Source: an optimization exercise on an open RTL-to-GDS flow (aim: small area and a short achievable clock period). Production flows keep margins and buffers that such runs may drop. Function was checked by simulation only, so behaviour that the tests miss may differ from the original. Power is estimated from default activity; no workload was simulated.

--- flow/flow/run.sh ---
#!/bin/bash
# The standard layout (the standard.sh, all ORFS steps), with one change:
# the port buffers that global placement inserts on every input and output are
# sky130_fd_sc_hd__buf_2 rather than the tool's default pick (a slow delay cell).
set -euo pipefail
export BUFFER_PORTS_ARGS="-buffer_cell sky130_fd_sc_hd__buf_2"
bash standard.sh > standard.log 2>&1
--- flow/standard.sh ---
#!/bin/bash
# synth_recipe.tcl (not shown) runs the flow's synth.tcl, then flattens the netlist and writes it again
# the make line also repeats each setting of config.mk as NAME=value (left out here)
make -C /OpenROAD-flow-scripts/flow DESIGN_CONFIG=/design/flow/config.mk WORK_HOME=/design/flow/orfs CLKGATE_MAP_FILE= SYNTH_SCRIPT=/design/flow/synth_recipe.tcl "${@:-finish}"
--- flow/config.mk ---
export PLATFORM = sky130hd
export DESIGN_NAME = riscv
export DESIGN_NICKNAME = riscv
export VERILOG_FILES = /design/flow/design.v
export SDC_FILE = /design/flow/constraint.sdc
export NUM_CORES = 4
export LEC_CHECK = 0
export CAP_MARGIN = 20
export CORE_MARGIN = 2
export CORE_UTILIZATION = 40
export CTS_BUF_LIST = sky130_fd_sc_hd__clkbuf_8
export CTS_CLUSTER_DIAMETER = 90
export CTS_CLUSTER_SIZE = 14
export SETUP_SLACK_MARGIN = 4
export SLEW_MARGIN = 20
export SYNTH_HIERARCHICAL = 1
--- flow/constraint.sdc ---
create_clock -name core_clock -period 12.0 [get_ports {clk}]
set_input_delay 2.4000 -clock core_clock [delete_from_list [all_inputs] [get_ports {clk}]]
set_output_delay 2.4000 -clock core_clock [all_outputs]
set_load 0.01 [all_outputs]
--- flow/design.v ---
module c_inv  (input a, output y);                      assign y = ~a;                          endmodule
module c_nand2(input a, input b, output y);             assign y = ~(a & b);                    endmodule
module c_nor2 (input a, input b, output y);             assign y = ~(a | b);                    endmodule
module c_xor2 (input a, input b, output y);             assign y = a ^ b;                       endmodule
module c_xnor2(input a, input b, output y);             assign y = ~(a ^ b);                    endmodule
module c_aoi21(input a1, input a2, input b1, output y); assign y = ~((a1 & a2) | b1);           endmodule
module c_oai21(input a1, input a2, input b1, output y); assign y = ~((a1 | a2) & b1);           endmodule
module c_nand3(input a, input b, input c, output y);    assign y = ~(a & b & c);                endmodule
module c_nand4(input a, input b, input c, input d, output y); assign y = ~(a & b & c & d);      endmodule
module c_or3  (input a, input b, input c, output y);    assign y = a | b | c;                   endmodule
module c_and3 (input a, input b, input c, output y);    assign y = a & b & c;                   endmodule
module c_and4 (input a, input b, input c, input d, output y); assign y = a & b & c & d;         endmodule
module c_a22oi(input a1, input a2, input b1, input b2, output y); assign y = ~((a1 & a2) | (b1 & b2)); endmodule
module c_mux2 (input a, input b, input s, output y);    assign y = s ? b : a;                   endmodule
module ao222_n(input a1, input a2, input b1, input b2, input c1, input c2, output y);
assign y = ~((a1 & a2) | (b1 & b2) | (c1 & c2));
endmodule
module mx2n(input a, input b, input s, output y);
assign y = ~(s ? b : a);
endmodule
module rf_bit(
	input  [31:1] sel,
	input  [31:1] val,
	input         e,
	input         v,
	output        q
);
wire [10:0] t;    
genvar k;
generate
	for (k = 0; k < 10; k = k + 1) begin : g3
		ao222_n u(.a1(sel[3*k+1]), .a2(val[3*k+1]), .b1(sel[3*k+2]), .b2(val[3*k+2]),
		          .c1(sel[3*k+3]), .c2(val[3*k+3]), .y(t[k]));
	end
endgenerate
c_a22oi u10(.a1(sel[31]), .a2(val[31]), .b1(e), .b2(v), .y(t[10]));
wire h0, h1, h2;
c_and4 n0(.a(t[0]), .b(t[1]), .c(t[2]), .d(t[3]), .y(h0));
c_and4 n1(.a(t[4]), .b(t[5]), .c(t[6]), .d(t[7]), .y(h1));
c_and3 n2(.a(t[8]), .b(t[9]), .c(t[10]), .y(h2));
c_nand3 o(.a(h0), .b(h1), .c(h2), .y(q));
endmodule
module dec5(input [4:0] a, input en, output [31:1] y);
wire [3:0] lo = {a[1] & a[0], a[1] & ~a[0], ~a[1] & a[0], ~a[1] & ~a[0]};
wire [7:0] hi;
genvar k;
generate
	for (k = 0; k < 8; k = k + 1) begin : h
		assign hi[k] = en & (a[4:2] == k);
	end
	for (k = 1; k < 32; k = k + 1) begin : d
		assign y[k] = lo[k % 4] & hi[k / 4];
	end
endgenerate
endmodule
module shifter(input [31:0] x, input rev, input [4:0] s, output [31:0] y);
wire [31:0] x0, l1, l2, l3, l4;
genvar i;
generate
	for (i = 0; i < 32; i = i + 1) begin : b
		mx2n m0(.a(x[i]), .b(x[31-i]), .s(rev), .y(x0[i]));    
		if (i < 31) mx2n m1(.a(x0[i]), .b(x0[i+1]), .s(s[0]), .y(l1[i]));
		else        assign l1[i] = ~(x0[i] | s[0]);
		if (i < 30) mx2n m2(.a(l1[i]), .b(l1[i+2]), .s(s[1]), .y(l2[i]));
		else        assign l2[i] = ~(l1[i] & ~s[1]);
		if (i < 28) mx2n m3(.a(l2[i]), .b(l2[i+4]), .s(s[2]), .y(l3[i]));
		else        assign l3[i] = ~(l2[i] | s[2]);
		if (i < 24) mx2n m4(.a(l3[i]), .b(l3[i+8]), .s(s[3]), .y(l4[i]));
		else        assign l4[i] = ~(l3[i] & ~s[3]);
		if (i < 16) mx2n m5(.a(l4[i]), .b(l4[i+16]), .s(s[4]), .y(y[i]));
		else        assign y[i] = ~(l4[i] | s[4]);
	end
endgenerate
endmodule
module wb_bit(
	input en_add, input v_add,
	input en_srl, input v_srl,
	input en_sll, input v_sll,
	input en_ld, input v_ld,
	input en_lui, input v_lui,
	input lx, input la, input x, input an,   
	output y
);
assign y = (en_add & v_add) | (en_srl & v_srl) | (en_sll & v_sll) |
           (en_ld & v_ld) | (en_lui & v_lui) | (lx & x) | (la & an);
endmodule
module add12z(input [31:0] a, input [11:0] b, output [31:0] s);
wire c12;
add12 lo(.a(a[11:0]), .b(b), .s(s[11:0]), .co(c12));
wire [19:0] pa;
hi_pre hp(.a(a[31:12]), .pa(pa));
hi_inc hi(.a(a[31:12]), .pa(pa), .c(c12), .s(s[31:12]));
endmodule
module hi_pre(input [19:0] a, output [19:0] pa);
genvar j;
assign pa[0] = 1'b1;
generate
	for (j = 1; j < 20; j = j + 1) begin : g
		assign pa[j] = &a[j-1:0];
	end
endgenerate
endmodule
module hi_inc(input [19:0] a, input [19:0] pa, input c, output [19:0] s);
genvar j;
generate
	for (j = 0; j < 20; j = j + 1) begin : g
		wire t;
		c_nand2 n(.a(pa[j]), .b(c), .y(t));
		c_xnor2 x(.a(a[j]), .b(t), .y(s[j]));
	end
endgenerate
endmodule
module c_fa(input a, input b, input ci, output s, output co);
assign s = a ^ b ^ ci;
assign co = (a & b) | (ci & (a ^ b));
endmodule
module rca12(input [11:0] a, input [11:0] b, output [11:0] s, output co);
wire [12:0] c;
assign c[0] = 1'b0;
genvar i;
generate
	for (i = 0; i < 12; i = i + 1) begin : f
		c_fa u(.a(a[i]), .b(b[i]), .ci(c[i]), .s(s[i]), .co(c[i+1]));
	end
endgenerate
assign co = c[12];
endmodule
module pc_next(input [31:0] pc, input [11:0] immb, input take, output [31:0] nxt);
wire cb, c1;
wire [11:0] lb, l1;
rca12 lo(.a(pc[11:0]), .b(immb), .s(lb), .co(cb));
assign l1 = pc[11:0] + 12'd1;
assign c1 = &pc[11:0];
wire [19:0] pa;
hi_pre hp(.a(pc[31:12]), .pa(pa));
wire c = take ? cb : c1;
hi_inc hi(.a(pc[31:12]), .pa(pa), .c(c), .s(nxt[31:12]));
assign nxt[11:0] = take ? lb : l1;
endmodule
module alu(
	input  [31:0] a,           
	input  [31:0] d,           
	input  [31:0] instruction,
	input         is_rtype,
	input         is_itype,
	input         is_load,
	input         is_lui,
	input  [31:0] din,         
	output [31:0] wdata,
	output        eq           
);
wire [2:0] f3 = instruction[14:12];
wire do_sub = is_rtype & (instruction[30] | f3[1]);
wire [31:0] as;
wire co;
add32 u_as(.a(a), .b(d ^ {32{do_sub}}), .ci(do_sub), .s(as), .co(co));
wire ltu = ~co;
wire big = |d[31:5];
wire is_shift = (is_rtype | is_itype) & ~f3[1] & f3[0];
wire [31:0] sh;
shifter u_sh(.x(a), .rev(~f3[2]), .s(d[4:0]), .y(sh));
wire [31:0] x = a ^ d;
wire lx = (is_rtype | is_itype) & f3[2] & ~f3[0];           
wire la = (is_rtype | is_itype) & f3[2] & f3[1];            
wire en_add  = (is_rtype | is_itype) & (f3 == 3'b000);
wire en_slt  = is_rtype & (f3 == 3'b010);
wire en_srl  = is_shift & f3[2] & ~big;
wire en_sll  = is_shift & ~f3[2] & ~big;
wire [31:0] wb;
genvar i;
generate
	for (i = 0; i < 32; i = i + 1) begin : w
		wb_bit u(.en_add(en_add), .v_add(as[i]),
		         .en_srl(en_srl), .v_srl(sh[i]), .en_sll(en_sll), .v_sll(sh[31-i]),
		         .en_ld(is_load), .v_ld(din[i]),
		         .en_lui(is_lui), .v_lui(i >= 12 ? instruction[i] : 1'b0),
		         .lx(lx), .la(la), .x(x[i]), .an(a[i] & d[i]), .y(wb[i]));
	end
endgenerate
assign wdata = {wb[31:1], wb[0] | (en_slt & ltu)};
assign eq = ~(|x);
endmodule
module add32(input [31:0] a, input [31:0] b, input ci, output [31:0] s, output co);
wire w1;
c_xnor2 u1(.a(a[0]), .b(b[0]), .y(w1));
wire w2;
c_xnor2 u2(.a(a[1]), .b(b[1]), .y(w2));
wire w3;
c_xnor2 u3(.a(a[2]), .b(b[2]), .y(w3));
wire w4;
c_xnor2 u4(.a(a[3]), .b(b[3]), .y(w4));
wire w5;
c_xnor2 u5(.a(a[4]), .b(b[4]), .y(w5));
wire w6;
c_xnor2 u6(.a(a[5]), .b(b[5]), .y(w6));
wire w7;
c_xnor2 u7(.a(a[6]), .b(b[6]), .y(w7));
wire w8;
c_xnor2 u8(.a(a[7]), .b(b[7]), .y(w8));
wire w9;
c_xnor2 u9(.a(a[8]), .b(b[8]), .y(w9));
wire w10;
c_xnor2 u10(.a(a[9]), .b(b[9]), .y(w10));
wire w11;
c_xnor2 u11(.a(a[10]), .b(b[10]), .y(w11));
wire w12;
c_xnor2 u12(.a(a[11]), .b(b[11]), .y(w12));
wire w13;
c_xnor2 u13(.a(a[12]), .b(b[12]), .y(w13));
wire w14;
c_xnor2 u14(.a(a[13]), .b(b[13]), .y(w14));
wire w15;
c_xnor2 u15(.a(a[14]), .b(b[14]), .y(w15));
wire w16;
c_xnor2 u16(.a(a[15]), .b(b[15]), .y(w16));
wire w17;
c_xnor2 u17(.a(a[16]), .b(b[16]), .y(w17));
wire w18;
c_xnor2 u18(.a(a[17]), .b(b[17]), .y(w18));
wire w19;
c_xnor2 u19(.a(a[18]), .b(b[18]), .y(w19));
wire w20;
c_xnor2 u20(.a(a[19]), .b(b[19]), .y(w20));
wire w21;
c_xnor2 u21(.a(a[20]), .b(b[20]), .y(w21));
wire w22;
c_xnor2 u22(.a(a[21]), .b(b[21]), .y(w22));
wire w23;
c_xnor2 u23(.a(a[22]), .b(b[22]), .y(w23));
wire w24;
c_xnor2 u24(.a(a[23]), .b(b[23]), .y(w24));
wire w25;
c_xnor2 u25(.a(a[24]), .b(b[24]), .y(w25));
wire w26;
c_xnor2 u26(.a(a[25]), .b(b[25]), .y(w26));
wire w27;
c_xnor2 u27(.a(a[26]), .b(b[26]), .y(w27));
wire w28;
c_xnor2 u28(.a(a[27]), .b(b[27]), .y(w28));
wire w29;
c_xnor2 u29(.a(a[28]), .b(b[28]), .y(w29));
wire w30;
c_xnor2 u30(.a(a[29]), .b(b[29]), .y(w30));
wire w31;
c_xnor2 u31(.a(a[30]), .b(b[30]), .y(w31));
wire w32;
c_xnor2 u32(.a(a[31]), .b(b[31]), .y(w32));
wire w33;
c_nand2 u33(.a(a[0]), .b(b[0]), .y(w33));
wire w34;
c_nand2 u34(.a(a[1]), .b(b[1]), .y(w34));
wire w35;
c_nand2 u35(.a(a[2]), .b(b[2]), .y(w35));
wire w36;
c_nand2 u36(.a(a[3]), .b(b[3]), .y(w36));
wire w37;
c_nand2 u37(.a(a[4]), .b(b[4]), .y(w37));
wire w38;
c_nand2 u38(.a(a[5]), .b(b[5]), .y(w38));
wire w39;
c_nand2 u39(.a(a[6]), .b(b[6]), .y(w39));
wire w40;
c_nand2 u40(.a(a[7]), .b(b[7]), .y(w40));
wire w41;
c_nand2 u41(.a(a[8]), .b(b[8]), .y(w41));
wire w42;
c_nand2 u42(.a(a[9]), .b(b[9]), .y(w42));
wire w43;
c_nand2 u43(.a(a[10]), .b(b[10]), .y(w43));
wire w44;
c_nand2 u44(.a(a[11]), .b(b[11]), .y(w44));
wire w45;
c_nand2 u45(.a(a[12]), .b(b[12]), .y(w45));
wire w46;
c_nand2 u46(.a(a[13]), .b(b[13]), .y(w46));
wire w47;
c_nand2 u47(.a(a[14]), .b(b[14]), .y(w47));
wire w48;
c_nand2 u48(.a(a[15]), .b(b[15]), .y(w48));
wire w49;
c_nand2 u49(.a(a[16]), .b(b[16]), .y(w49));
wire w50;
c_nand2 u50(.a(a[17]), .b(b[17]), .y(w50));
wire w51;
c_nand2 u51(.a(a[18]), .b(b[18]), .y(w51));
wire w52;
c_nand2 u52(.a(a[19]), .b(b[19]), .y(w52));
wire w53;
c_nand2 u53(.a(a[20]), .b(b[20]), .y(w53));
wire w54;
c_nand2 u54(.a(a[21]), .b(b[21]), .y(w54));
wire w55;
c_nand2 u55(.a(a[22]), .b(b[22]), .y(w55));
wire w56;
c_nand2 u56(.a(a[23]), .b(b[23]), .y(w56));
wire w57;
c_nand2 u57(.a(a[24]), .b(b[24]), .y(w57));
wire w58;
c_nand2 u58(.a(a[25]), .b(b[25]), .y(w58));
wire w59;
c_nand2 u59(.a(a[26]), .b(b[26]), .y(w59));
wire w60;
c_nand2 u60(.a(a[27]), .b(b[27]), .y(w60));
wire w61;
c_nand2 u61(.a(a[28]), .b(b[28]), .y(w61));
wire w62;
c_nand2 u62(.a(a[29]), .b(b[29]), .y(w62));
wire w63;
c_nand2 u63(.a(a[30]), .b(b[30]), .y(w63));
wire w64;
c_nand2 u64(.a(a[31]), .b(b[31]), .y(w64));
wire w65;
c_inv u65(.a(ci), .y(w65));
wire w66;
c_oai21 u66(.a1(w1), .a2(w65), .b1(w33), .y(w66));
wire w67;
c_inv u67(.a(w66), .y(w67));
wire w68;
c_oai21 u68(.a1(w2), .a2(w67), .b1(w34), .y(w68));
wire w69;
c_oai21 u69(.a1(w4), .a2(w35), .b1(w36), .y(w69));
wire w70;
c_nor2 u70(.a(w4), .b(w3), .y(w70));
wire w71;
c_oai21 u71(.a1(w6), .a2(w37), .b1(w38), .y(w71));
wire w72;
c_nor2 u72(.a(w6), .b(w5), .y(w72));
wire w73;
c_oai21 u73(.a1(w8), .a2(w39), .b1(w40), .y(w73));
wire w74;
c_nor2 u74(.a(w8), .b(w7), .y(w74));
wire w75;
c_oai21 u75(.a1(w10), .a2(w41), .b1(w42), .y(w75));
wire w76;
c_nor2 u76(.a(w10), .b(w9), .y(w76));
wire w77;
c_oai21 u77(.a1(w12), .a2(w43), .b1(w44), .y(w77));
wire w78;
c_nor2 u78(.a(w12), .b(w11), .y(w78));
wire w79;
c_oai21 u79(.a1(w14), .a2(w45), .b1(w46), .y(w79));
wire w80;
c_nor2 u80(.a(w14), .b(w13), .y(w80));
wire w81;
c_oai21 u81(.a1(w16), .a2(w47), .b1(w48), .y(w81));
wire w82;
c_nor2 u82(.a(w16), .b(w15), .y(w82));
wire w83;
c_oai21 u83(.a1(w18), .a2(w49), .b1(w50), .y(w83));
wire w84;
c_nor2 u84(.a(w18), .b(w17), .y(w84));
wire w85;
c_oai21 u85(.a1(w20), .a2(w51), .b1(w52), .y(w85));
wire w86;
c_nor2 u86(.a(w20), .b(w19), .y(w86));
wire w87;
c_oai21 u87(.a1(w22), .a2(w53), .b1(w54), .y(w87));
wire w88;
c_nor2 u88(.a(w22), .b(w21), .y(w88));
wire w89;
c_oai21 u89(.a1(w24), .a2(w55), .b1(w56), .y(w89));
wire w90;
c_nor2 u90(.a(w24), .b(w23), .y(w90));
wire w91;
c_oai21 u91(.a1(w26), .a2(w57), .b1(w58), .y(w91));
wire w92;
c_nor2 u92(.a(w26), .b(w25), .y(w92));
wire w93;
c_oai21 u93(.a1(w28), .a2(w59), .b1(w60), .y(w93));
wire w94;
c_nor2 u94(.a(w28), .b(w27), .y(w94));
wire w95;
c_oai21 u95(.a1(w30), .a2(w61), .b1(w62), .y(w95));
wire w96;
c_nor2 u96(.a(w30), .b(w29), .y(w96));
wire w97;
c_oai21 u97(.a1(w32), .a2(w63), .b1(w64), .y(w97));
wire w98;
c_nor2 u98(.a(w32), .b(w31), .y(w98));
wire w99;
c_inv u99(.a(w68), .y(w99));
wire w100;
c_oai21 u100(.a1(w3), .a2(w99), .b1(w35), .y(w100));
wire w101;
c_aoi21 u101(.a1(w70), .a2(w68), .b1(w69), .y(w101));
wire w102;
c_inv u102(.a(w71), .y(w102));
wire w103;
c_inv u103(.a(w72), .y(w103));
wire w104;
c_oai21 u104(.a1(w7), .a2(w102), .b1(w39), .y(w104));
wire w105;
c_nor2 u105(.a(w7), .b(w103), .y(w105));
wire w106;
c_aoi21 u106(.a1(w74), .a2(w71), .b1(w73), .y(w106));
wire w107;
c_nand2 u107(.a(w74), .b(w72), .y(w107));
wire w108;
c_inv u108(.a(w75), .y(w108));
wire w109;
c_inv u109(.a(w76), .y(w109));
wire w110;
c_oai21 u110(.a1(w11), .a2(w108), .b1(w43), .y(w110));
wire w111;
c_nor2 u111(.a(w11), .b(w109), .y(w111));
wire w112;
c_aoi21 u112(.a1(w78), .a2(w75), .b1(w77), .y(w112));
wire w113;
c_nand2 u113(.a(w78), .b(w76), .y(w113));
wire w114;
c_inv u114(.a(w79), .y(w114));
wire w115;
c_inv u115(.a(w80), .y(w115));
wire w116;
c_oai21 u116(.a1(w15), .a2(w114), .b1(w47), .y(w116));
wire w117;
c_nor2 u117(.a(w15), .b(w115), .y(w117));
wire w118;
c_aoi21 u118(.a1(w82), .a2(w79), .b1(w81), .y(w118));
wire w119;
c_nand2 u119(.a(w82), .b(w80), .y(w119));
wire w120;
c_inv u120(.a(w83), .y(w120));
wire w121;
c_inv u121(.a(w84), .y(w121));
wire w122;
c_oai21 u122(.a1(w19), .a2(w120), .b1(w51), .y(w122));
wire w123;
c_nor2 u123(.a(w19), .b(w121), .y(w123));
wire w124;
c_aoi21 u124(.a1(w86), .a2(w83), .b1(w85), .y(w124));
wire w125;
c_nand2 u125(.a(w86), .b(w84), .y(w125));
wire w126;
c_inv u126(.a(w87), .y(w126));
wire w127;
c_inv u127(.a(w88), .y(w127));
wire w128;
c_oai21 u128(.a1(w23), .a2(w126), .b1(w55), .y(w128));
wire w129;
c_nor2 u129(.a(w23), .b(w127), .y(w129));
wire w130;
c_aoi21 u130(.a1(w90), .a2(w87), .b1(w89), .y(w130));
wire w131;
c_nand2 u131(.a(w90), .b(w88), .y(w131));
wire w132;
c_inv u132(.a(w91), .y(w132));
wire w133;
c_inv u133(.a(w92), .y(w133));
wire w134;
c_oai21 u134(.a1(w27), .a2(w132), .b1(w59), .y(w134));
wire w135;
c_nor2 u135(.a(w27), .b(w133), .y(w135));
wire w136;
c_aoi21 u136(.a1(w94), .a2(w91), .b1(w93), .y(w136));
wire w137;
c_nand2 u137(.a(w94), .b(w92), .y(w137));
wire w138;
c_inv u138(.a(w95), .y(w138));
wire w139;
c_inv u139(.a(w96), .y(w139));
wire w140;
c_oai21 u140(.a1(w31), .a2(w138), .b1(w63), .y(w140));
wire w141;
c_nor2 u141(.a(w31), .b(w139), .y(w141));
wire w142;
c_aoi21 u142(.a1(w98), .a2(w95), .b1(w97), .y(w142));
wire w143;
c_nand2 u143(.a(w98), .b(w96), .y(w143));
wire w144;
c_oai21 u144(.a1(w5), .a2(w101), .b1(w37), .y(w144));
wire w145;
c_inv u145(.a(w101), .y(w145));
wire w146;
c_aoi21 u146(.a1(w72), .a2(w145), .b1(w71), .y(w146));
wire w147;
c_aoi21 u147(.a1(w105), .a2(w145), .b1(w104), .y(w147));
wire w148;
c_oai21 u148(.a1(w107), .a2(w101), .b1(w106), .y(w148));
wire w149;
c_oai21 u149(.a1(w13), .a2(w112), .b1(w45), .y(w149));
wire w150;
c_nor2 u150(.a(w13), .b(w113), .y(w150));
wire w151;
c_inv u151(.a(w112), .y(w151));
wire w152;
c_inv u152(.a(w113), .y(w152));
wire w153;
c_aoi21 u153(.a1(w80), .a2(w151), .b1(w79), .y(w153));
wire w154;
c_nand2 u154(.a(w80), .b(w152), .y(w154));
wire w155;
c_aoi21 u155(.a1(w117), .a2(w151), .b1(w116), .y(w155));
wire w156;
c_nand2 u156(.a(w117), .b(w152), .y(w156));
wire w157;
c_oai21 u157(.a1(w119), .a2(w112), .b1(w118), .y(w157));
wire w158;
c_nor2 u158(.a(w119), .b(w113), .y(w158));
wire w159;
c_oai21 u159(.a1(w21), .a2(w124), .b1(w53), .y(w159));
wire w160;
c_nor2 u160(.a(w21), .b(w125), .y(w160));
wire w161;
c_inv u161(.a(w124), .y(w161));
wire w162;
c_inv u162(.a(w125), .y(w162));
wire w163;
c_aoi21 u163(.a1(w88), .a2(w161), .b1(w87), .y(w163));
wire w164;
c_nand2 u164(.a(w88), .b(w162), .y(w164));
wire w165;
c_aoi21 u165(.a1(w129), .a2(w161), .b1(w128), .y(w165));
wire w166;
c_nand2 u166(.a(w129), .b(w162), .y(w166));
wire w167;
c_oai21 u167(.a1(w131), .a2(w124), .b1(w130), .y(w167));
wire w168;
c_nor2 u168(.a(w131), .b(w125), .y(w168));
wire w169;
c_oai21 u169(.a1(w29), .a2(w136), .b1(w61), .y(w169));
wire w170;
c_nor2 u170(.a(w29), .b(w137), .y(w170));
wire w171;
c_inv u171(.a(w136), .y(w171));
wire w172;
c_inv u172(.a(w137), .y(w172));
wire w173;
c_aoi21 u173(.a1(w96), .a2(w171), .b1(w95), .y(w173));
wire w174;
c_nand2 u174(.a(w96), .b(w172), .y(w174));
wire w175;
c_aoi21 u175(.a1(w141), .a2(w171), .b1(w140), .y(w175));
wire w176;
c_nand2 u176(.a(w141), .b(w172), .y(w176));
wire w177;
c_oai21 u177(.a1(w143), .a2(w136), .b1(w142), .y(w177));
wire w178;
c_nor2 u178(.a(w143), .b(w137), .y(w178));
wire w179;
c_inv u179(.a(w148), .y(w179));
wire w180;
c_oai21 u180(.a1(w9), .a2(w179), .b1(w41), .y(w180));
wire w181;
c_aoi21 u181(.a1(w76), .a2(w148), .b1(w75), .y(w181));
wire w182;
c_aoi21 u182(.a1(w111), .a2(w148), .b1(w110), .y(w182));
wire w183;
c_oai21 u183(.a1(w113), .a2(w179), .b1(w112), .y(w183));
wire w184;
c_aoi21 u184(.a1(w150), .a2(w148), .b1(w149), .y(w184));
wire w185;
c_oai21 u185(.a1(w154), .a2(w179), .b1(w153), .y(w185));
wire w186;
c_oai21 u186(.a1(w156), .a2(w179), .b1(w155), .y(w186));
wire w187;
c_aoi21 u187(.a1(w158), .a2(w148), .b1(w157), .y(w187));
wire w188;
c_inv u188(.a(w167), .y(w188));
wire w189;
c_inv u189(.a(w168), .y(w189));
wire w190;
c_oai21 u190(.a1(w25), .a2(w188), .b1(w57), .y(w190));
wire w191;
c_nor2 u191(.a(w25), .b(w189), .y(w191));
wire w192;
c_aoi21 u192(.a1(w92), .a2(w167), .b1(w91), .y(w192));
wire w193;
c_nand2 u193(.a(w92), .b(w168), .y(w193));
wire w194;
c_aoi21 u194(.a1(w135), .a2(w167), .b1(w134), .y(w194));
wire w195;
c_nand2 u195(.a(w135), .b(w168), .y(w195));
wire w196;
c_oai21 u196(.a1(w137), .a2(w188), .b1(w136), .y(w196));
wire w197;
c_nor2 u197(.a(w137), .b(w189), .y(w197));
wire w198;
c_aoi21 u198(.a1(w170), .a2(w167), .b1(w169), .y(w198));
wire w199;
c_nand2 u199(.a(w170), .b(w168), .y(w199));
wire w200;
c_oai21 u200(.a1(w174), .a2(w188), .b1(w173), .y(w200));
wire w201;
c_nor2 u201(.a(w174), .b(w189), .y(w201));
wire w202;
c_oai21 u202(.a1(w176), .a2(w188), .b1(w175), .y(w202));
wire w203;
c_nor2 u203(.a(w176), .b(w189), .y(w203));
wire w204;
c_aoi21 u204(.a1(w178), .a2(w167), .b1(w177), .y(w204));
wire w205;
c_nand2 u205(.a(w178), .b(w168), .y(w205));
wire w206;
c_oai21 u206(.a1(w17), .a2(w187), .b1(w49), .y(w206));
wire w207;
c_inv u207(.a(w187), .y(w207));
wire w208;
c_aoi21 u208(.a1(w84), .a2(w207), .b1(w83), .y(w208));
wire w209;
c_aoi21 u209(.a1(w123), .a2(w207), .b1(w122), .y(w209));
wire w210;
c_oai21 u210(.a1(w125), .a2(w187), .b1(w124), .y(w210));
wire w211;
c_aoi21 u211(.a1(w160), .a2(w207), .b1(w159), .y(w211));
wire w212;
c_oai21 u212(.a1(w164), .a2(w187), .b1(w163), .y(w212));
wire w213;
c_oai21 u213(.a1(w166), .a2(w187), .b1(w165), .y(w213));
wire w214;
c_aoi21 u214(.a1(w168), .a2(w207), .b1(w167), .y(w214));
wire w215;
c_aoi21 u215(.a1(w191), .a2(w207), .b1(w190), .y(w215));
wire w216;
c_oai21 u216(.a1(w193), .a2(w187), .b1(w192), .y(w216));
wire w217;
c_oai21 u217(.a1(w195), .a2(w187), .b1(w194), .y(w217));
wire w218;
c_aoi21 u218(.a1(w197), .a2(w207), .b1(w196), .y(w218));
wire w219;
c_oai21 u219(.a1(w199), .a2(w187), .b1(w198), .y(w219));
wire w220;
c_aoi21 u220(.a1(w201), .a2(w207), .b1(w200), .y(w220));
wire w221;
c_aoi21 u221(.a1(w203), .a2(w207), .b1(w202), .y(w221));
wire w222;
c_oai21 u222(.a1(w205), .a2(w187), .b1(w204), .y(w222));
wire w223;
c_xnor2 u223(.a(w1), .b(ci), .y(w223));
assign s[0] = w223;
wire w224;
c_xnor2 u224(.a(w2), .b(w66), .y(w224));
assign s[1] = w224;
wire w225;
c_xnor2 u225(.a(w3), .b(w68), .y(w225));
assign s[2] = w225;
wire w226;
c_xnor2 u226(.a(w4), .b(w100), .y(w226));
assign s[3] = w226;
wire w227;
c_xor2 u227(.a(w5), .b(w101), .y(w227));
assign s[4] = w227;
wire w228;
c_xnor2 u228(.a(w6), .b(w144), .y(w228));
assign s[5] = w228;
wire w229;
c_xor2 u229(.a(w7), .b(w146), .y(w229));
assign s[6] = w229;
wire w230;
c_xor2 u230(.a(w8), .b(w147), .y(w230));
assign s[7] = w230;
wire w231;
c_xnor2 u231(.a(w9), .b(w148), .y(w231));
assign s[8] = w231;
wire w232;
c_xnor2 u232(.a(w10), .b(w180), .y(w232));
assign s[9] = w232;
wire w233;
c_xor2 u233(.a(w11), .b(w181), .y(w233));
assign s[10] = w233;
wire w234;
c_xor2 u234(.a(w12), .b(w182), .y(w234));
assign s[11] = w234;
wire w235;
c_xnor2 u235(.a(w13), .b(w183), .y(w235));
assign s[12] = w235;
wire w236;
c_xor2 u236(.a(w14), .b(w184), .y(w236));
assign s[13] = w236;
wire w237;
c_xnor2 u237(.a(w15), .b(w185), .y(w237));
assign s[14] = w237;
wire w238;
c_xnor2 u238(.a(w16), .b(w186), .y(w238));
assign s[15] = w238;
wire w239;
c_xor2 u239(.a(w17), .b(w187), .y(w239));
assign s[16] = w239;
wire w240;
c_xnor2 u240(.a(w18), .b(w206), .y(w240));
assign s[17] = w240;
wire w241;
c_xor2 u241(.a(w19), .b(w208), .y(w241));
assign s[18] = w241;
wire w242;
c_xor2 u242(.a(w20), .b(w209), .y(w242));
assign s[19] = w242;
wire w243;
c_xnor2 u243(.a(w21), .b(w210), .y(w243));
assign s[20] = w243;
wire w244;
c_xor2 u244(.a(w22), .b(w211), .y(w244));
assign s[21] = w244;
wire w245;
c_xnor2 u245(.a(w23), .b(w212), .y(w245));
assign s[22] = w245;
wire w246;
c_xnor2 u246(.a(w24), .b(w213), .y(w246));
assign s[23] = w246;
wire w247;
c_xor2 u247(.a(w25), .b(w214), .y(w247));
assign s[24] = w247;
wire w248;
c_xor2 u248(.a(w26), .b(w215), .y(w248));
assign s[25] = w248;
wire w249;
c_xnor2 u249(.a(w27), .b(w216), .y(w249));
assign s[26] = w249;
wire w250;
c_xnor2 u250(.a(w28), .b(w217), .y(w250));
assign s[27] = w250;
wire w251;
c_xor2 u251(.a(w29), .b(w218), .y(w251));
assign s[28] = w251;
wire w252;
c_xnor2 u252(.a(w30), .b(w219), .y(w252));
assign s[29] = w252;
wire w253;
c_xor2 u253(.a(w31), .b(w220), .y(w253));
assign s[30] = w253;
wire w254;
c_xor2 u254(.a(w32), .b(w221), .y(w254));
assign s[31] = w254;
assign co = w222;
endmodule
module add12(input [11:0] a, input [11:0] b, output [11:0] s, output co);
wire w1;
c_xnor2 u1(.a(a[0]), .b(b[0]), .y(w1));
wire w2;
c_xnor2 u2(.a(a[1]), .b(b[1]), .y(w2));
wire w3;
c_xnor2 u3(.a(a[2]), .b(b[2]), .y(w3));
wire w4;
c_xnor2 u4(.a(a[3]), .b(b[3]), .y(w4));
wire w5;
c_xnor2 u5(.a(a[4]), .b(b[4]), .y(w5));
wire w6;
c_xnor2 u6(.a(a[5]), .b(b[5]), .y(w6));
wire w7;
c_xnor2 u7(.a(a[6]), .b(b[6]), .y(w7));
wire w8;
c_xnor2 u8(.a(a[7]), .b(b[7]), .y(w8));
wire w9;
c_xnor2 u9(.a(a[8]), .b(b[8]), .y(w9));
wire w10;
c_xnor2 u10(.a(a[9]), .b(b[9]), .y(w10));
wire w11;
c_xnor2 u11(.a(a[10]), .b(b[10]), .y(w11));
wire w12;
c_xnor2 u12(.a(a[11]), .b(b[11]), .y(w12));
wire w13;
c_nand2 u13(.a(a[0]), .b(b[0]), .y(w13));
wire w14;
c_nand2 u14(.a(a[1]), .b(b[1]), .y(w14));
wire w15;
c_nand2 u15(.a(a[2]), .b(b[2]), .y(w15));
wire w16;
c_nand2 u16(.a(a[3]), .b(b[3]), .y(w16));
wire w17;
c_nand2 u17(.a(a[4]), .b(b[4]), .y(w17));
wire w18;
c_nand2 u18(.a(a[5]), .b(b[5]), .y(w18));
wire w19;
c_nand2 u19(.a(a[6]), .b(b[6]), .y(w19));
wire w20;
c_nand2 u20(.a(a[7]), .b(b[7]), .y(w20));
wire w21;
c_nand2 u21(.a(a[8]), .b(b[8]), .y(w21));
wire w22;
c_nand2 u22(.a(a[9]), .b(b[9]), .y(w22));
wire w23;
c_nand2 u23(.a(a[10]), .b(b[10]), .y(w23));
wire w24;
c_nand2 u24(.a(a[11]), .b(b[11]), .y(w24));
wire w25;
c_oai21 u25(.a1(w2), .a2(w13), .b1(w14), .y(w25));
wire w26;
c_oai21 u26(.a1(w4), .a2(w15), .b1(w16), .y(w26));
wire w27;
c_nor2 u27(.a(w4), .b(w3), .y(w27));
wire w28;
c_oai21 u28(.a1(w6), .a2(w17), .b1(w18), .y(w28));
wire w29;
c_nor2 u29(.a(w6), .b(w5), .y(w29));
wire w30;
c_oai21 u30(.a1(w8), .a2(w19), .b1(w20), .y(w30));
wire w31;
c_nor2 u31(.a(w8), .b(w7), .y(w31));
wire w32;
c_oai21 u32(.a1(w10), .a2(w21), .b1(w22), .y(w32));
wire w33;
c_nor2 u33(.a(w10), .b(w9), .y(w33));
wire w34;
c_oai21 u34(.a1(w12), .a2(w23), .b1(w24), .y(w34));
wire w35;
c_nor2 u35(.a(w12), .b(w11), .y(w35));
wire w36;
c_inv u36(.a(w25), .y(w36));
wire w37;
c_oai21 u37(.a1(w3), .a2(w36), .b1(w15), .y(w37));
wire w38;
c_aoi21 u38(.a1(w27), .a2(w25), .b1(w26), .y(w38));
wire w39;
c_inv u39(.a(w28), .y(w39));
wire w40;
c_inv u40(.a(w29), .y(w40));
wire w41;
c_oai21 u41(.a1(w7), .a2(w39), .b1(w19), .y(w41));
wire w42;
c_nor2 u42(.a(w7), .b(w40), .y(w42));
wire w43;
c_aoi21 u43(.a1(w31), .a2(w28), .b1(w30), .y(w43));
wire w44;
c_nand2 u44(.a(w31), .b(w29), .y(w44));
wire w45;
c_inv u45(.a(w32), .y(w45));
wire w46;
c_inv u46(.a(w33), .y(w46));
wire w47;
c_oai21 u47(.a1(w11), .a2(w45), .b1(w23), .y(w47));
wire w48;
c_nor2 u48(.a(w11), .b(w46), .y(w48));
wire w49;
c_aoi21 u49(.a1(w35), .a2(w32), .b1(w34), .y(w49));
wire w50;
c_nand2 u50(.a(w35), .b(w33), .y(w50));
wire w51;
c_oai21 u51(.a1(w5), .a2(w38), .b1(w17), .y(w51));
wire w52;
c_inv u52(.a(w38), .y(w52));
wire w53;
c_aoi21 u53(.a1(w29), .a2(w52), .b1(w28), .y(w53));
wire w54;
c_aoi21 u54(.a1(w42), .a2(w52), .b1(w41), .y(w54));
wire w55;
c_oai21 u55(.a1(w44), .a2(w38), .b1(w43), .y(w55));
wire w56;
c_inv u56(.a(w55), .y(w56));
wire w57;
c_oai21 u57(.a1(w9), .a2(w56), .b1(w21), .y(w57));
wire w58;
c_aoi21 u58(.a1(w33), .a2(w55), .b1(w32), .y(w58));
wire w59;
c_aoi21 u59(.a1(w48), .a2(w55), .b1(w47), .y(w59));
wire w60;
c_oai21 u60(.a1(w50), .a2(w56), .b1(w49), .y(w60));
wire w61;
c_inv u61(.a(w1), .y(w61));
assign s[0] = w61;
wire w62;
c_xor2 u62(.a(w2), .b(w13), .y(w62));
assign s[1] = w62;
wire w63;
c_xnor2 u63(.a(w3), .b(w25), .y(w63));
assign s[2] = w63;
wire w64;
c_xnor2 u64(.a(w4), .b(w37), .y(w64));
assign s[3] = w64;
wire w65;
c_xor2 u65(.a(w5), .b(w38), .y(w65));
assign s[4] = w65;
wire w66;
c_xnor2 u66(.a(w6), .b(w51), .y(w66));
assign s[5] = w66;
wire w67;
c_xor2 u67(.a(w7), .b(w53), .y(w67));
assign s[6] = w67;
wire w68;
c_xor2 u68(.a(w8), .b(w54), .y(w68));
assign s[7] = w68;
wire w69;
c_xnor2 u69(.a(w9), .b(w55), .y(w69));
assign s[8] = w69;
wire w70;
c_xnor2 u70(.a(w10), .b(w57), .y(w70));
assign s[9] = w70;
wire w71;
c_xor2 u71(.a(w11), .b(w58), .y(w71));
assign s[10] = w71;
wire w72;
c_xor2 u72(.a(w12), .b(w59), .y(w72));
assign s[11] = w72;
assign co = w60;
endmodule
module decoder(
	input  [31:0] instruction,
	output        is_load,
	output        is_store,
	output        is_branch,
	output        is_lui,
	output        is_rtype,
	output        is_itype,
	output        regwrite
);
wire b2 = instruction[2];
wire b4 = instruction[4];
wire b5 = instruction[5];
wire b6 = instruction[6];
assign is_load   = ~b5 & ~b4;
assign is_store  = b5 & ~b4 & ~b6;
assign is_branch = b6;
assign is_lui    = b2;
assign is_rtype  = b5 & b4 & ~b2;
assign is_itype  = ~b5 & b4;
assign regwrite  = b4 | ~b5;    
endmodule
module riscv(
	input clk,
	input reset,
	output [31:0] iram_addr,
	input  [31:0] iram_data,
	output dram_read,
	output dram_write,
	output [31:0] dram_addr,
	output [31:0] dram_data_out,
	input  [31:0] dram_data_in
);
reg [31:0] pc;
reg [31:0] registers [1:31];
assign iram_addr = pc;
wire [31:0] instruction = iram_data;
wire [4:0] rd  = instruction[11:7];
wire [4:0] rs1 = instruction[19:15];
wire [4:0] rs2 = instruction[24:20];
wire is_load, is_store, is_branch, is_lui, is_rtype, is_itype, regwrite;
decoder decoder1(.instruction(instruction), .is_load(is_load), .is_store(is_store),
	.is_branch(is_branch), .is_lui(is_lui), .is_rtype(is_rtype), .is_itype(is_itype),
	.regwrite(regwrite));
wire [31:1] sel1, sel2;
wire [31:1] sel1b;
dec5 d1(.a(rs1), .en(1'b1), .y(sel1));
dec5 d1b(.a(rs1), .en(1'b1), .y(sel1b));
dec5 d2(.a(rs2), .en(~is_itype), .y(sel2));
wire [31:0] immI = {20'd0, instruction[31:20]};
wire [31:0] rs1_val, rs2_val;
genvar g, k;
generate
	for (g = 0; g < 32; g = g + 1) begin : rd_bit
		wire [31:1] col;
		for (k = 1; k < 32; k = k + 1) begin : c
			assign col[k] = registers[k][g];
		end
		rf_bit p1(.sel(g < 16 ? sel1 : sel1b), .val(col), .e(1'b0), .v(1'b0), .q(rs1_val[g]));
		rf_bit p2(.sel(sel2), .val(col), .e(is_itype), .v(immI[g]), .q(rs2_val[g]));
	end
endgenerate
wire [11:0] imm12 = is_store ? {instruction[31:25], instruction[11:7]} : instruction[31:20];
wire [31:0] addr_sum;
add12z u_addr(.a(rs1_val), .b(imm12), .s(addr_sum));
wire [31:0] wdata;
wire eq;
alu alu1(.a(rs1_val), .d(rs2_val), .instruction(instruction), .is_rtype(is_rtype),
	.is_itype(is_itype), .is_load(is_load), .is_lui(is_lui),
	.din(dram_data_in), .wdata(wdata), .eq(eq));
assign dram_addr = addr_sum;
assign dram_data_out = rs2_val;
assign dram_write = is_store;
assign dram_read = is_load;
always @(posedge clk) begin
	if (regwrite && rd != 5'd0)
		registers[rd] <= wdata;
end
wire take = is_branch & eq;
wire [31:0] pc_nxt;
pc_next u_pcn(.pc(pc), .immb({instruction[31], instruction[7], instruction[30:25], instruction[11:8]}),
	.take(take), .nxt(pc_nxt));
always @(posedge clk) begin
	if (reset) pc <= 32'd0;
	else pc <= pc_nxt;
end
endmodule
==> metrics.yaml, run 1 <==
critPathBufInv: 5
skew_ns: 0.05662
clkPwrFrac_pct: 24.4
drc_errors: 0
cp_slowest_stage_delay_ns: 0.48
vias: 37960
syn_avg_cell_area_um2: 14.90
critPathLaunchType: "input port"
p_switching_mw: 2.189
layout.nets: 3854
fillers: 10430
cts-hold-fix-buffers: 0
layout_commonest_cell: "edfxtp_1"
crit_family: "simple AND/OR/NAND/NOR gates"
ys_top_cells_by_area: "edfxtp_1 61%, a222oi_1 14%, mux2i_1 3.3%"
final_cell_mix: "992 x edfxtp_1, 672 x a222oi_1, 188 x buf_4"
crit_path_top_delay_cell: "a222oi_1"
reg2reg_depth: 18
area_growth_pct: 15.24
worst-endpoint-arrival_ns: 5.58
grt_overflow: 0
whs_path_depth: 2
min_from: "pc[31]"
min_to: "pc[31]"
cp-end-kind: "primary output"
gp_congestion: 0.9624
dieHeight_um: 352.0
yosys.area.top_type: "edfxtp_1"
grt_pass1_vias: 35920
core_area_um2: 120000
rows: 127
dieArea_um2: 123900
yosysSeqAreaShare_pct: 62.80
worst_slew_pin_slew_ns: 1.072
wire_per_inst_um: 34.77
rr_endpoint: "pc[25]"
multiInputGateArea_um2: 18920
max_freq_mhz: 125.4
seqPwrFrac_pct: 55.1
gr-usage-all-layers_pct: 28.80
final-seq-area_um2: 30430
total_power_mw: 7.374
grt_start_max_net_pins: 40
final-hold-violation-count: 0
clock_latency_ns: 0.79
drt_iter0_drc: 8326
syn_area_um2: 48450
grt_pass1_wl_mm: 259.6
ys.warnings.count: 7
timing.rr.start: "pc[0]"
htree_levels: 3
tns_ns: 0
tritoncts: "yes"
vias_per_cell: 7.054
synth_top_area_share_pct: 61.48
crit_chain: "buf_12 -> or2_4 -> nor2_2 -> buf_4 -> a222oi_1 -> and4_4 -> nand3_4 -> xnor2_4 -> nor2_2 -> nand2_2 -> o21ai_4 -> inv_4 -> o21ai_4 -> clkbuf_16 -> nand2_1 -> xnor2_1 -> buf_2"
cts.clk_slew.worst_paths_ns: 0.09
clock_path_buffers: 3
drt_pass1_iterations: 14
hold_slack_ns: 0.5674
drive_above_1_share_pct: 22.28
crit_type: "in -> out"
maxCapViolCount: 0
pwr-share-comb_pct: 20.4
cts_buffers: 83
period_needed_ns: 7.977
finalCritPeriodShare_pct: 66.47
final_area_um2: 55840
swShare_pct: 29.69
dp_hpwl_mm: 116.0
rsz0062_at_grt: "yes"
ant_nets: 0
max-slew-margin-rel_pct: 27.91
routed_wl_mm: 187.1
antenna_found_initial: 5
synth_edf_count: 992
ys.flop_type: "edfxtp_1"
status: "no timing/DRC/antenna violations"
synth_async_sr_flop_share_pct: 0
io_pins: 164
place_area_um2: 52850
leakage_nw: 17.54
critPathMaxFanout: 16
ys_ff_latch: 1024
ff2ff_setup_slack_ns: 5.93
hp-class: "reg -> reg"
vdd_drop_max_v: 0.00007849
synth.distinct_cells: 55
cts_sinks: 1024
finalMaxSlewViolations: 0
syn_inst: 3251
port_buffers: 160
powerDensity_nw_per_um2: 132.1
root_buffer: "clkbuf_8"
required_ns: 9.60
die_x_um: 352.0
setup_viol_count_final: 0
intPower_mw: 5.185
start_util_pct: 40.39
-- cell families after synthesis --
| group | count (synthesis) | synth area share [%] |
|---|---|---|
| flip-flops | 1024 | 62.80 |
| AO/OA/AOI/OAI | 921 | 18.14 |
| AND/OR/NAND/NOR | 773 | 9.417 |
| multiplexers | 167 | 3.465 |
| XOR/XNOR | 162 | 2.928 |
| buffers and inverters | 153 | 1.859 |
| adder cells (fa/ha/maj) | 45 | 1.348 |
| other | 6 | 0.04648 |
-- worst min-delay path, cell delays in order, from the launching register on --
cell and delay [ns]:
dfxtp_1 0.35, xnor2_1 0.06, nor2b_1 0.12
-- modules after synthesis, one instance, submodules excluded, excerpt --
| module | cells | copies in the design | flip-flops and latches |
|---|---|---|---|
| wb_bit | 4 | 32 | 0 |
| c_nand2 | 1 | 103 | 0 |
| c_nor2 | 1 | 39 | 0 |
| riscv | 1114 | 1 | 1024 |
| c_a22oi | 1 | 64 | 0 |
| c_aoi21 | 1 | 39 | 0 |
| c_and4 | 1 | 128 | 0 |
| c_nand3 | 1 | 64 | 0 |
| c_xor2 | 1 | 21 | 0 |
| c_fa | 1 | 12 | 0 |
| rca12 | 1 | 1 | 0 |
-- per-layer routing --
| metal | wire length, um | vias to the layer above | track usage (%) |
|---|---|---|---|
| met4 | 8690 | 2 | 13.19 |
| met2 | 83950 | 3106 | 44.47 |
| met1 | 66600 | 18910 | 37.08 |
| met3 | 27870 | 479 | 8.927 |
| li1 | - | 15460 | - |
| met5 | 13 | - | 0 |
-- flip-flops by register name, summed over array words and instances, names as in the netlist --
name       flops
registers    992
pc            32
-- final cells by class --
| type | count | share of cell area (%) |
|---|---|---|
| inverter | 47 | 0.3272 |
| clock inverter | 22 | 0.1972 |
| clock buffer | 86 | 2.120 |
| sequential | 1024 | 54.50 |
| timing repair buffer | 400 | 5.340 |
| tap | 1612 | 3.612 |
| antenna | 3 | 0.01345 |
| multi-input combinational | 2187 | 33.89 |
-- power groups by stage --
stage	combinational, mW	sequential, mW	clock [mW]
final	1.51	4.07	1.80
after global routing	1.58	4.07	1.94
after CTS	1.42	4.07	1.82
after detailed placement	1.35	4.15	0
after global placement	1.34	4.15	0
after floorplan	0.960	4.14	0
-- stage by stage --
| step | setup WS (ns) | util (%) | instances |
|---|---|---|---|
| 2_1_floorplan | 4.049 | - | 3360 |
| 3_3_place_gp | 2.175 | 44.01 | 5190 |
| 3_5_place_dp | 2.130 | 44.05 | 5193 |
| 4_1_cts | 3.962 | 45.97 | 5348 |
| 5_1_grt | 3.964 | 46.54 | 5379 |
| 6_report | 4.023 | 46.54 | 5381 |
-- synthesized netlist by cell type (all sizes together), types with 6 or more instances --
library cell	number
and4	134
edfxtp	992
o21ai	70
clkbuf	19
or4	7
nand4b	12
a21oi	39
a222oi	672
nand3	103
nand2	119
inv	47
nor2b	32
mux2i	161
and3	75
nand4	17
conb	6
and2	13
buf	87
fa	12
xor2	22
xnor2	140
nand2b	16
a22oi	128
nand4bb	12
ha	33
nor2	190
mux2	6
nor4	19
dfxtp	32
-- worst max-delay path by stage --
stage | from | to | slack (ns) | cells after the start
final | iram_data[15] | dram_addr[18] | 4.02 | 17
after global routing | iram_data[19] | dram_addr[14] | 3.96 | 17
after CTS | iram_data[19] | dram_addr[30] | 3.96 | 18
after detailed placement | iram_data[15] | dram_addr[30] | 2.13 | 15
after global placement | iram_data[15] | dram_addr[30] | 2.17 | 15
after floorplan | iram_data[19] | dram_addr[12] | 4.05 | 13
-- repair_timing --
| action | 4_1_cts | 5_1_grt |
|---|---|---|
| gates resized for setup | 146 | 93 |
| buffers inserted | 43 | 28 |
| setup endpoints to repair | 696 | 458 |
| gates cloned | 4 | 2 |
| pin swaps | 38 | 37 |
==> inputs of run 2 (changes only) <==
--- a/flow/design.v
+++ b/flow/design.v
@@ -930,7 +930,7 @@
 wire [31:1] sel1b;
 dec5 d1(.a(rs1), .en(1'b1), .y(sel1));
 dec5 d1b(.a(rs1), .en(1'b1), .y(sel1b));
-dec5 d2(.a(rs2), .en(~is_itype), .y(sel2));
+dec5 d2(.a(rs2), .en(instruction[5] | ~instruction[4]), .y(sel2));    
 wire [31:0] immI = {20'd0, instruction[31:20]};
 wire [31:0] rs1_val, rs2_val;
 genvar g, k;
==> metrics.yaml, run 2 <==
antenna_found_initial: 3
finalMaxSlewViolations: 0
gr-usage-all-layers_pct: 28.35
leakage_nw: 17.43
largest_register: "registers"
synth_edf_count: 992
max-slew-margin-rel_pct: 19.67
drt_pass1_iterations: 14
layout_commonest_cell: "edfxtp_1"
fillers: 10520
period_needed_ns: 7.983
skew_ns: 0.06271
clock_path_buffers: 3
tns_ns: 0
layout.nets: 3840
finalCritPeriodShare_pct: 66.53
yosysSeqAreaShare_pct: 62.80
critPathBufInv: 4
rows: 127
cp-end-kind: "primary output"
dieArea_um2: 123900
setup_viol_count_final: 0
vias_per_cell: 7.091
worst_slack_ns: 4.017
wire_per_inst_um: 35.00
syn_avg_cell_area_um2: 14.91
drt_iter0_drc: 8717
multiInputGateArea_um2: 18940
io_pins: 164
vias: 38030
crit_family: "simple AND/OR/NAND/NOR gates"
dp_hpwl_mm: 115.6
largest_reg_flops: 992
dieHeight_um: 352.1
crit_type: "in -> out"
die_x_um: 352.1
root_buffer: "clkbuf_8"
rsz0062_at_grt: "no"
drc_errors: 0
cts_sinks: 1024
cp_slowest_stage_delay_ns: 0.45
critPathLaunchType: "input port"
clock_latency_ns: 0.79
crit_path_top_delay_cell: "a222oi_1"
required_ns: 9.60
htree_levels: 3
tritoncts: "yes"
ant_nets: 0
grt_start_max_net_pins: 39
ys.warnings.count: 7
status: "no timing/DRC/antenna violations"
port_buffers: 160
worst_slew_pin_slew_ns: 1.205
worst-endpoint-arrival_ns: 5.58
drive_above_1_share_pct: 21.80
final_util_pct: 46.32
grt_pass1_vias: 34990
syn_area_um2: 48460
ys.flop_type: "edfxtp_1"
final-seq-area_um2: 30430
gp_congestion: 0.9329
powerDensity_nw_per_um2: 133.0
synth_top_cells_by_count: "992 x edfxtp_1, 672 x a222oi_1, 190 x nor2_1"
ys_ff_latch: 1024
cts_buffers: 83
synth.most_common_cell: "edfxtp_1"
largestRegisters: "registers: 992 flops, pc: 32 flops"
crit_chain: "buf_6 -> or2_4 -> nor2_2 -> buf_4 -> a222oi_1 -> and4_4 -> nand3_4 -> xnor2_4 -> nor2_4 -> nand2_2 -> o21ai_4 -> buf_12 -> nand2_1 -> xnor2_1 -> buf_2"
max_freq_mhz: 125.3
hp-class: "reg -> reg"
area_growth_pct: 14.69
grt_overflow: 0
start_util_pct: 40.39
maxCapViolCount: 0
ys_top_cells_by_area: "edfxtp_1 61%, a222oi_1 14%, mux2i_1 3.3%"
final_cell_mix: "992 x edfxtp_1, 672 x a222oi_1, 196 x buf_4"
synth_async_sr_flop_share_pct: 0
vdd_drop_max_v: 0.00007010
cts.clk_slew.worst_paths_ns: 0.11
dp_cells: 5192
final-hold-violation-count: 0
cts-hold-fix-buffers: 0
yosys.area.top_type: "edfxtp_1"
routed_wl_mm: 187.7
syn_inst: 3251
critPathMaxFanout: 16
layoutNonFillerInstCount: 5363
synth.distinct_cells: 55
dp_slack_ns: 2.130
synth_top_area_share_pct: 61.47
core_area_um2: 120000
grt_pass1_wl_mm: 256.6
run 2: worst register-to-register path: cells and delay by family, from the launching register on:
kind	cells	cell delay, ns
fa+ha+maj	12	4.88
flops	1	0.40
simple gates	3	0.29
buf+inv	1	0.23
compound gates	1	0.07
xor+xnor	1	0.07
run 2: power by group:
group	switching, mW	total, mW	internal [mW]
combinational	1.04	1.51	0.466
clock	1.15	1.81	0.659
sequential	0.0198	4.07	4.05
total	2.22	7.39	5.17
run 2: metrics by stage:
stage | area, um^2 | hold WS, ns | total power, mW
CTS | 55000 | 0.5742 | 7.315
detailed placement | 52790 | 0.5556 | 5.515
global placement | 52780 | 0.5472 | 5.507
floorplan | 49030 | 0.5801 | 5.101
finish | 55580 | 0.5652 | 7.390
global route | 55570 | 0.6017 | 7.589
run 2: cells by family (layout without fill, tap and decap cells):
| kind of cell | Yosys count | after routing | share of synthesized area (%) |
|---|---|---|---|
| flops | 1024 | 1024 | 62.80 |
| xor+xnor | 162 | 162 | 2.928 |
| buf+inv | 152 | 534 | 1.851 |
| fa+ha+maj | 45 | 45 | 1.348 |
| other cells | 6 | 119 | 0.04647 |
| mux | 167 | 167 | 3.465 |
| compound gates | 921 | 922 | 18.13 |
| simple gates | 774 | 778 | 9.430 |
run 2: cell type report:
class	count	area share, %
clock buffers	83	2.055
flip-flops and latches	1024	54.75
repair buffers	385	4.888
diodes	4	0.01801
well taps	1612	3.629
multi-input cells	2189	34.08
clock inverters	20	0.2612
inverters	46	0.3152
run 2: routing by layer:
metal	vias to the layer above	wire length, um	global-route usage [%]
li1	15420	-	-
met1	18950	69740	38.69
met2	3206	83270	43.78
met3	450	27200	6.898
met4	4	7474	10.70
met5	-	24	0
run 2: per-module statistics from Yosys, one instance, submodules excluded, a selection:
module / flip-flops and latches / times used / area [um^2]
c_inv: 0 / 36 / 3.754
c_nor2: 0 / 39 / 3.754
c_fa: 0 / 12 / 20.02
c_aoi21: 0 / 39 / 8.758
mx2n: 0 / 161 / 10.01
add12: 0 / 1 / 90.09
c_nand3: 0 / 64 / 5.005
decoder: 0 / 1 / 56.30
c_oai21: 0 / 62 / 5.005
riscv: 1024 / 1 / 30940
run 2: final timing paths:
kind	start	to	slack (ns)	cells after the start
worst max-delay path	iram_data[16]	dram_addr[24]	4.02	15
worst min-delay path	pc[31]	pc[31]	0.57	2
worst max register to register	pc[0]	pc[18]	5.95	18
worst min register to register	pc[31]	pc[31]	0.57	2
run 2: what timing repair did:
action / CTS / global route
setup buffers: 29 / 30
pin swaps: 27 / 56
setup endpoints to repair: 443 / 404
resized for setup: 139 / 60
gates cloned: 1 / 4
==> inputs of run 3 (changes only) <==
--- a/flow/design.v
+++ b/flow/design.v
@@ -930,7 +930,9 @@
 wire [31:1] sel1b;
 dec5 d1(.a(rs1), .en(1'b1), .y(sel1));
 dec5 d1b(.a(rs1), .en(1'b1), .y(sel1b));
-dec5 d2(.a(rs2), .en(instruction[5] | ~instruction[4]), .y(sel2));    
+wire [31:1] sel2b;
+dec5 d2(.a(rs2), .en(~is_itype), .y(sel2));
+dec5 d2b(.a(rs2), .en(~is_itype), .y(sel2b));
 wire [31:0] immI = {20'd0, instruction[31:20]};
 wire [31:0] rs1_val, rs2_val;
 genvar g, k;
@@ -941,7 +943,7 @@
 			assign col[k] = registers[k][g];
 		end
 		rf_bit p1(.sel(g < 16 ? sel1 : sel1b), .val(col), .e(1'b0), .v(1'b0), .q(rs1_val[g]));
-		rf_bit p2(.sel(sel2), .val(col), .e(is_itype), .v(immI[g]), .q(rs2_val[g]));
+		rf_bit p2(.sel(g < 16 ? sel2 : sel2b), .val(col), .e(is_itype), .v(immI[g]), .q(rs2_val[g]));
 	end
 endgenerate
 wire [11:0] imm12 = is_store ? {instruction[31:25], instruction[11:7]} : instruction[31:20];
==> metrics.yaml, run 3 <==
ys.flop_type: "edfxtp_1"
ys_ff_latch: 1024
rows: 127
layout.nets: 3945
gr-usage-all-layers_pct: 29.10
dieArea_um2: 124500
drt_pass1_iterations: 13
worst-endpoint-arrival_ns: 5.61
status: "no timing/DRC/antenna violations"
rsz0062_at_grt: "yes"
maxCapViolCount: 0
final-hold-violation-count: 0
drive_above_1_share_pct: 22.02
antenna_found_initial: 7
largest_reg_flops: 992
powerDensity_nw_per_um2: 133.2
synth_edf_count: 992
synth.most_common_cell: "edfxtp_1"
io_pins: 164
tritoncts: "yes"
ys.warnings.count: 7
final_cell_mix: "992 x edfxtp_1, 672 x a222oi_1, 240 x buf_4"
start_util_pct: 40.47
skew_ns: 0.05123
vdd_drop_max_v: 0.00006674
syn_inst: 3297
required_ns: 9.60
ff2ff_setup_slack_ns: 5.97
cts_buffers: 84
fillers: 10530
final-seq-area_um2: 30430
crit_path_top_delay_cell: "a222oi_1"
synth_top_area_share_pct: 61.19
dp_cells: 5282
vias: 38690
leakage_nw: 17.82
largestRegisters: "registers: 992 flops, pc: 32 flops"
period_needed_ns: 8.010
clock_path_buffers: 3
routed_wl_mm: 193.0
layoutNonFillerInstCount: 5472
wire_per_inst_um: 35.26
grt_overflow: 0
root_buffer: "clkbuf_8"
ant_nets: 0
critPathMaxFanout: 10
dieHeight_um: 352.9
clock_latency_ns: 0.77
critPathLaunchType: "input port"
finalMaxSlewViolations: 0
grt_pass1_vias: 35780
max_freq_mhz: 124.8
synth_top_cells_by_count: "992 x edfxtp_1, 672 x a222oi_1, 221 x nor2_1"
die_x_um: 352.9
final_area_um2: 56200
place_area_um2: 53190
vias_per_cell: 7.070
syn_area_um2: 48680
yosysSeqAreaShare_pct: 62.50
drc_errors: 0
drt_iter0_drc: 8647
crit_type: "in -> out"
cts-hold-fix-buffers: 0
setup_viol_count_final: 0
grt_pass1_wl_mm: 262.6
port_buffers: 160
gp_congestion: 0.9687
yosys.area.top_type: "edfxtp_1"
cts_sinks: 1024
synth_async_sr_flop_share_pct: 0
finalCritPeriodShare_pct: 66.75
tns_ns: 0
cp_slowest_stage_delay_ns: 0.41
final_util_pct: 46.72
crit_chain: "buf_12 -> or2_4 -> buf_6 -> nor2_4 -> buf_8 -> a222oi_1 -> and4_2 -> nand3_4 -> xnor2_4 -> nor2_4 -> a21oi_4 -> o21ai_4 -> inv_4 -> o21ai_4 -> buf_12 -> nand2_1 -> xnor2_2 -> buf_2"
syn_avg_cell_area_um2: 14.77
htree_levels: 3
ys_top_cells_by_area: "edfxtp_1 61%, a222oi_1 14%, mux2i_1 3.3%"
worst_slew_pin_slew_ns: 1.150
multiInputGateArea_um2: 18930
max-slew-margin-rel_pct: 22.64
synth.distinct_cells: 55
cp-end-kind: "primary output"
hold_slack_ns: 0.5748
hp-class: "reg -> reg"
area_growth_pct: 15.43
dp_hpwl_mm: 120.6
core_area_um2: 120300
cts.clk_slew.worst_paths_ns: 0.10
largest_register: "registers"
grt_start_max_net_pins: 40
layout_commonest_cell: "edfxtp_1"
==> run 3: changes by cell type in the layout (fill, tap and decap cells not counted), moves of 5 or more <==
cell	change
buf_6	+10
nand3_1	+22
and3_1	-8
nor2_1	+46
nand3_2	-12
nand3_4	-10
buf_4	+44
nand4bb_1	+6
and4_4	-5
nor2_4	-12
==> run 3: Yosys stat by module, one instance, submodules excluded, excerpt <==
module	area, um^2	flops+latches	copies in the design
alu	1142	0	1
ao222_n	10.01	0	640
c_inv	3.754	0	36
c_nand3	5.005	0	64
hi_pre	209.0	0	2
mx2n	10.01	0	161
pc_next	371.6	0	1
riscv	30940	1024	1
==> run 3: what timing repair did <==
| item | in CTS | in global routing |
|---|---|---|
| setup buffers | 30 | 37 |
| resized for setup | 128 | 95 |
| pin swaps | 29 | 47 |
| endpoints found under the setup margin | 1024 | 302 |
| hold endpoints to repair | 0 | 0 |
| cloned | 5 | 6 |
==> run 3: cell families (layout without fill, tap and decap cells) <==
logic type	count (synthesis)	in the layout	synth area share [%]
compound gates	921	922	18.05
xor+xnor	162	162	2.914
fa+ha+maj	45	45	1.342
buf+inv	156	600	1.874
flops	1024	1024	62.50
mux	167	167	3.449
other cells	6	119	0.04626
simple gates	816	821	9.823
==> run 3: cell type report <==
type	count	share of cell area, %
antenna	4	0.01781
clock buffer	84	2.057
clock inverter	24	0.3184
inverter	47	0.3317
multi-input combinational	2232	33.69
sequential	1024	54.15
tap	1612	3.589
timing repair buffer	445	5.849
==> run 3: path summary, 6_finish.rpt <==
| check | start | end | cells past startpoint |
|---|---|---|---|
| worst min register to register | pc[31] | pc[31] | 2 |
| worst max register to register | pc[0] | pc[16] | 18 |
| worst min-delay path | pc[31] | pc[31] | 2 |
| worst max-delay path | iram_data[16] | dram_addr[15] | 18 |
==> run 3: where the power goes <==
part | switching [mW] | leakage [nW] | internal (mW)
clock network | 1.16 | 0.727 | 0.669
logic | 1.09 | 7.82 | 0.497
registers | 0.0198 | 9.28 | 4.05
total | 2.27 | 17.8 | 5.21
==> run 3: critical path: cells and delay by family <==
kind	cells	cell delay [ns]
AND/OR/NAND/NOR	6	1.01
AO/OA/AOI/OAI	4	0.96
buffers and inverters	6	0.87
XOR/XNOR	2	0.35
==> run 3: layer usage <==
layer / part of all wire (%) / vias to the layer above / GRT usage (%) / wire, um
li1: - / 15720 / - / -
met1: 36 / 19230 / 38.31 / 69770
met2: 44 / 3238 / 44.44 / 84600
met3: 15 / 500 / 9.235 / 29310
met4: 4.8 / 6 / 12.03 / 9234
met5: 0.023 / - / 0 / 44
==> run 3: per-stage QoR <==
step | power, mW | setup WS [ns]
2_1_floorplan | 5.104 | 4.049
3_3_place_gp | 5.542 | 1.933
3_5_place_dp | 5.553 | 1.877
4_1_cts | 7.384 | 4.000
5_1_grt | 7.684 | 3.961
6_report | 7.483 | 3.990

-- afterwards: timing with drivers on the ports --
How much do the figures lean on ideal ports? The routed layouts below were timed once more, with nothing changed but the port constraints. Step 1, drivers: a clkbuf_16 drives clk and a buf_2 each remaining input, both assumed. Step 2 also shifts input and output timing later by t, the mid clock arrival at the registers, as if the neighbouring blocks saw the same clock. a / b / c = ideal / step 1 / step 2; a / b = the first two.
run | t (ns) | setup WS [ns] | worst register clock-pin slew, ns | worst data-port slew with drivers (ns)
run 1 | 0.835 | 4.023 / 3.896 / 3.340 | 0.10 / 0.10 | 0.17
run 2 | 0.828 | 4.017 / 3.915 / 3.382 | 0.11 / 0.11 | 0.16
run 3 | 0.804 | 3.990 / 3.782 / 3.352 | 0.11 / 0.11 | 0.28
After both steps setup and hold are still met in every run listed. The setup slack of run 1, which loses most, moves by -0.127 ns with the drivers and by -0.683 ns with both steps.
